Source: an optimization exercise on an open RTL-to-GDS flow (aim: small area). Production flows keep margins and buffers that such runs may drop. Power and IR drop assume default switching activity. The flow treats the clock pin as an ideal source, which a real chip does not have.

// TCAM
module TCAM #(parameter WORD_WIDTH = 16, parameter MEMORY_SIZE = 32)
				 (input [WORD_WIDTH-1: 0] A, K,
				  input [$clog2(MEMORY_SIZE)-1: 0] write_addr,
				  input read, write, reset, clk,
				  output [MEMORY_SIZE-1: 0] matched);
	wire wr = write & ~read;
	wire [WORD_WIDTH-1: 0] nk1 = ~(K & A);
	wire [WORD_WIDTH-1: 0] nk0 = ~(K & ~A);
	wire [WORD_WIDTH-1: 0] wx = nk0 & {WORD_WIDTH{reset}};
	wire [WORD_WIDTH-1: 0] wy = nk1 | {WORD_WIDTH{~reset}};
	wire rd = reset & read;
	genvar i, b;
	generate
		for (i = 0; i < MEMORY_SIZE; i = i + 1) begin : entry
			reg [WORD_WIDTH-1: 0] nx, ny;
			wire [WORD_WIDTH-1: 0] nx_d, ny_d, miss;
			wire ld = ~reset | (wr & (write_addr == i));
			wire kp = ~ld;
			for (b = 0; b < WORD_WIDTH; b = b + 1) begin : col
				BitCell bitcell (.ld(ld), .kp(kp), .wx(wx[b]), .wy(wy[b]),
				                 .qx(nx[b]), .qy(ny[b]), .nk1(nk1[b]), .nk0(nk0[b]),
				                 .nx(nx_d[b]), .ny(ny_d[b]), .miss(miss[b]));
			end
			always @(posedge clk) begin
				nx <= nx_d;
				ny <= ny_d;
			end
			Comparator #(.WORD_WIDTH(WORD_WIDTH)) comparator (.miss(miss), .rd(rd), .nrd(~rd),
			                                                  .q(matched[i]), .d(match_d[i]));
		end
	endgenerate
	wire [MEMORY_SIZE-1: 0] match_d;
	reg [MEMORY_SIZE-1: 0] match_q;
	assign matched = match_q;
	always @(posedge clk)
		match_q <= match_d;
endmodule
Settings: LEC_CHECK=0, CAP_MARGIN=20, CORE_MARGIN=2, CORE_UTILIZATION=55, SLEW_MARGIN=20, SYNTH_HIERARCHICAL=1, SYNTH_MINIMUM_KEEP_SIZE=0; clock period 5.0 ns.
standard.sh (not shown) runs the stock make flow with config.mk's settings and CLKGATE_MAP_FILE= SYNTH_SCRIPT=/design/flow/synth_recipe.tcl, a recipe that flattens the netlist after the stock synthesis.
==> flow/flow/run.sh <==
#!/bin/bash
# The standard ORFS layout with a few changes:
#  - after the standard synthesis, combinational cells are reset to drive
#    strength 1 (flow/downsize.py); the placer's repair sizes up what needs it
#  - port buffers are buf_1 cells
#  - CTS clusters sinks into larger groups and inserts no dummy loads
# Each step's output goes to a log of its own here; ORFS keeps its own logs
# under orfs/logs.
set -euo pipefail
R=orfs/results/$FLOW_PLATFORM/TCAM/base
LIB=$FLOW_HOME/platforms/$FLOW_PLATFORM/lib/sky130_fd_sc_hd__tt_025C_1v80.lib

bash standard.sh synth > synth.log 2>&1
python3 flow/downsize.py "$LIB" "$R/1_2_yosys.v" > downsize.log 2>&1
rm -f "$R/1_synth.odb" "$R/1_synth.sdc"
bash standard.sh \
  BUFFER_PORTS_ARGS="-buffer_cell sky130_fd_sc_hd__buf_1" \
  CTS_ARGS="-sink_clustering_enable -repair_clock_nets -sink_clustering_size 30 -sink_clustering_max_diameter 80 -dont_use_dummy_load" \
  finish > standard.log 2>&1
==> flow/flow/downsize.py <==
#!/usr/bin/env python3
"""Replace each combinational cell of a mapped netlist by the drive-strength-1
variant of the same cell, where the library has one. Flip-flops are left
alone. The placer's repair steps size cells up again where slew, load or
timing need it.

usage: downsize.py LIBERTY NETLIST  (the netlist is rewritten in place)
"""
import re
import sys

lib, path = sys.argv[1], sys.argv[2]
cells = set(re.findall(r'cell\s*\(\s*"?(\w+)"?\s*\)', open(lib).read()))
keep = re.compile(r'sky130_fd_sc_hd__(s?e?df|dl|clk|conb|tap|fill|decap|diode)')
count = {}


def sub(m):
    name, base = m.group(0), m.group(1)
    if keep.match(name):
        return name
    small = base + '_1'
    if small == name or small not in cells:
        return name
    count[name] = count.get(name, 0) + 1
    return small


text = open(path).read()
text = re.sub(r'\b(sky130_fd_sc_hd__\w+?)_\d+\b(?=\s)', sub, text)
open(path, 'w').write(text)
for k in sorted(count):
    print(f'{k}: {count[k]} replaced')
The starting point finished with timing, DRC and antenna clean.
Rerun with:
- CAP_MARGIN: 20 -> 5
- SLEW_MARGIN: 20 -> 5
The new run ran to the end with no violations.
Clock power is about the same.
Setup slack loses 74 ps.
Routed wire length hardly moves.
Global-route usage barely changes.
Function was not checked in any run of this note: the RTL went through the layout flow alone.

---

run A:
TCAM, a different RTL version from the one above (not shown whole).
Size in the first run: ~2800 cells after synthesis, roughly 73 I/O pins, ~36000 um2 of cells after synthesis.
==> flow/design.v (excerpt) <==
module TCAM #(parameter WORD_WIDTH = 16, parameter MEMORY_SIZE = 32)
				 (input [WORD_WIDTH-1: 0] A, K,
				  input [$clog2(MEMORY_SIZE)-1: 0] write_addr,
				  input read, write, reset, clk,
				  output reg [MEMORY_SIZE-1: 0] matched);
	wire wr = write & ~read;
	wire [WORD_WIDTH-1: 0] dx = K & ~A;
	wire [WORD_WIDTH-1: 0] dy = K & A;
	wire [WORD_WIDTH-1: 0] ka1 = K & A;
	wire [WORD_WIDTH-1: 0] ka0 = K & ~A;
	wire [MEMORY_SIZE-1: 0] equal;
	genvar i, b;
	generate
		for (i = 0; i < MEMORY_SIZE; i = i + 1) begin : entry
			reg [WORD_WIDTH-1: 0] mx, my;
			wire [WORD_WIDTH-1: 0] mx_d, my_d;
			wire sel  = wr & (write_addr == i);
			wire ldx = sel | ~reset;
			wire kpx = ~sel | ~reset;
			wire ldy = sel & reset;
			wire kpy = ~sel & reset;
			for (b = 0; b < WORD_WIDTH; b = b + 1) begin : col
				FlagHold hold (.ldx(ldx), .kpx(kpx), .ldy(ldy), .kpy(kpy),
				               .dx(dx[b]), .dy(dy[b]), .qx(mx[b]), .qy(my[b]),
				               .nx(mx_d[b]), .ny(my_d[b]));
			end
			always @(posedge clk) begin
				mx <= mx_d;
				my <= my_d;
			end
  ...
make LEC_CHECK=0 CAP_MARGIN=20 CORE_MARGIN=2 CORE_UTILIZATION=60 CTS_CLUSTER_DIAMETER=150 CTS_CLUSTER_SIZE=30 SLEW_MARGIN=20 SYNTH_HIERARCHICAL=1 SYNTH_MINIMUM_KEEP_SIZE=0 finish   # period 5.0 ns
run.sh (not shown) runs the stock make flow with config.mk's settings and CLKGATE_MAP_FILE= SYNTH_SCRIPT=/design/flow/synth_recipe.tcl, a recipe that flattens the netlist after the stock synthesis.
Stock flow here: none of the scripts above is used.
### run A -> run B
==> flow/flow/run.sh (new file) <==
#!/bin/bash
# Standard ORFS layout with a few of its own settings changed:
#  - port buffers are buf_1 cells
#  - CTS clusters sinks into larger groups and inserts no dummy loads
#  - after global routing, cells on paths with slack are downsized
bash standard.sh \
  BUFFER_PORTS_ARGS="-buffer_cell sky130_fd_sc_hd__buf_1" \
  RECOVER_POWER=100 \
  CTS_ARGS="-sink_clustering_enable -repair_clock_nets -sink_clustering_size 30 -sink_clustering_max_diameter 150 -dont_use_dummy_load" \
  finish > standard.log 2>&1
==> flow/standard.sh (new file) <==
#!/bin/bash
# synth_recipe.tcl (not shown) runs the flow's synth.tcl, then flattens the netlist and writes it again
# the make line also repeats each setting of config.mk as NAME=value (left out here)
make -C /OpenROAD-flow-scripts/flow DESIGN_CONFIG=/design/flow/config.mk WORK_HOME=/design/flow/orfs CLKGATE_MAP_FILE= SYNTH_SCRIPT=/design/flow/synth_recipe.tcl "${@:-finish}"
removed: flow/run.sh
### Flow results
Completing all stages was not enough for run B: its layout failed the final checks because of max-capacitance violations, max-slew violations.
For the post-place instance area, run B came in 2.0% lower than run A did.
Against run A, run B comes in 92 higher on number of slew-limit violations in the final report.
Run B against run A; wire length of the first global-routing pass is up slightly.
Going from run A to run B, routability congestion estimate now sits higher, number of cells in the finished layout apart from fillers now sits lower, overall power after layout now sits lower, final design area excluding fillers now sits lower.
Slew at the pin with the worst max-slew slack in run B is 2.01 ns above run A.
Run A → run B: routed wire length grew by 1.3%; worst setup margin shrank by 0.54 ns; critical path depth grew by 2.
--- input diff run B..run C ---
==> flow/flow/run.sh <==
#!/bin/bash
# The standard ORFS layout with a few changes:
#  - after the standard synthesis, combinational cells are reset to drive
#    strength 1 (flow/downsize.py); the placer's repair sizes up what needs it
#  - port buffers are buf_1 cells
#  - CTS clusters sinks into larger groups and inserts no dummy loads
# Each step's output goes to a log of its own here; ORFS keeps its own logs
# under orfs/logs.
set -euo pipefail
R=orfs/results/$FLOW_PLATFORM/TCAM/base
LIB=$FLOW_HOME/platforms/$FLOW_PLATFORM/lib/sky130_fd_sc_hd__tt_025C_1v80.lib

bash standard.sh synth > synth.log 2>&1
python3 flow/downsize.py "$LIB" "$R/1_2_yosys.v" > downsize.log 2>&1
rm -f "$R/1_synth.odb" "$R/1_synth.sdc"
bash standard.sh \
  BUFFER_PORTS_ARGS="-buffer_cell sky130_fd_sc_hd__buf_1" \
  CTS_ARGS="-sink_clustering_enable -repair_clock_nets -sink_clustering_size 30 -sink_clustering_max_diameter 80 -dont_use_dummy_load" \
  finish > standard.log 2>&1
==> flow/flow/downsize.py (new file) <==
#!/usr/bin/env python3
"""Replace each combinational cell of a mapped netlist by the drive-strength-1
variant of the same cell, where the library has one. Flip-flops are left
alone. The placer's repair steps size cells up again where slew, load or
timing need it.

usage: downsize.py LIBERTY NETLIST  (the netlist is rewritten in place)
"""
import re
import sys

lib, path = sys.argv[1], sys.argv[2]
cells = set(re.findall(r'cell\s*\(\s*"?(\w+)"?\s*\)', open(lib).read()))
keep = re.compile(r'sky130_fd_sc_hd__(s?e?df|dl|clk|conb|tap|fill|decap|diode)')
count = {}


def sub(m):
    name, base = m.group(0), m.group(1)
    if keep.match(name):
        return name
    small = base + '_1'
    if small == name or small not in cells:
        return name
    count[name] = count.get(name, 0) + 1
    return small


text = open(path).read()
text = re.sub(r'\b(sky130_fd_sc_hd__\w+?)_\d+\b(?=\s)', sub, text)
open(path, 'w').write(text)
for k in sorted(count):
    print(f'{k}: {count[k]} replaced')
-- flow/config.mk --
<<< run B, line 8
export CAP_MARGIN = 20
export CORE_MARGIN = 2
export CORE_UTILIZATION = 60
export CTS_CLUSTER_DIAMETER = 150
export CTS_CLUSTER_SIZE = 30
export SLEW_MARGIN = 20
export SYNTH_HIERARCHICAL = 1
>>> run C, line 8
export CAP_MARGIN = 20
export CORE_MARGIN = 2
export CORE_UTILIZATION = 55
export SLEW_MARGIN = 20
export SYNTH_HIERARCHICAL = 1
Re non-clock buffer count: run B was higher than run C. | via density per instance | run C vs run B | about 2% lower |. Run C ended with every stage complete and zero timing, DRC or antenna violations. The combinational group share of total power of run C and that of run B are within noise of each other. For fraction of area in non-clock buffers, run B and run C come out practically identical. Run C vs. run B: proportion of cell area occupied by registers about even; maximum net fanout on the critical path fell 29; number of vias after detailed routing about even. Signed area change from the synthesized netlist to the final layout: run C vs run B up 0.93 points. Between run C and run B, fraction of the cycle the final worst path needs is lower for run C, run B comes in above that. Run comparison: run B capturing element of the worst setup path matched[11]; run C capturing element of the worst setup path entry[19].mx[12]. In the reports for run C and run B, the larger multi-input logic area belongs to run B. Run C — global routing usage on met1 2.1 points lower, run B as reference.
No functional check of the RTL was part of any run of this note.

re-timing with driven ports:
The results above use ideal ports. As a check the final layouts listed here were re-extracted and re-timed, cells and wires unchanged.
Step 1: set_driving_cell puts a clkbuf_16 on clk and a buf_2 on each other input, an assumption about the parent block.
Step 2 times the ports against the registers' clock, not the clock port: input delays grow and output delays shrink by t, the midpoint of the rising clock arrivals with the driver on.
Slacks: ideal / step 1 / step 2; pairs: ideal / step 1.
run | t (ns) | setup slack, ns | worst register clock-pin slew, ns | worst slew at a driven data input, ns
the first run of note 1 | 0.689 | 1.880 / 1.925 / 1.237 | 0.12 / 0.12 | 0.10
the second run of note 1 | 0.682 | 1.806 / 1.849 / 1.166 | 0.12 / 0.12 | 0.11
run A | 0.677 | 1.515 / 1.560 / 0.882 | 0.12 / 0.12 | 0.04
run B | 0.659 | 0.975 / 1.016 / 0.356 | 0.12 / 0.12 | 0.06
run C | 0.686 | 1.729 / 1.726 / 1.040 | 0.11 / 0.11 | 0.06
The setup slack of run C, which loses most, moves by -0.003 ns with the drivers and by -0.689 ns with both steps.
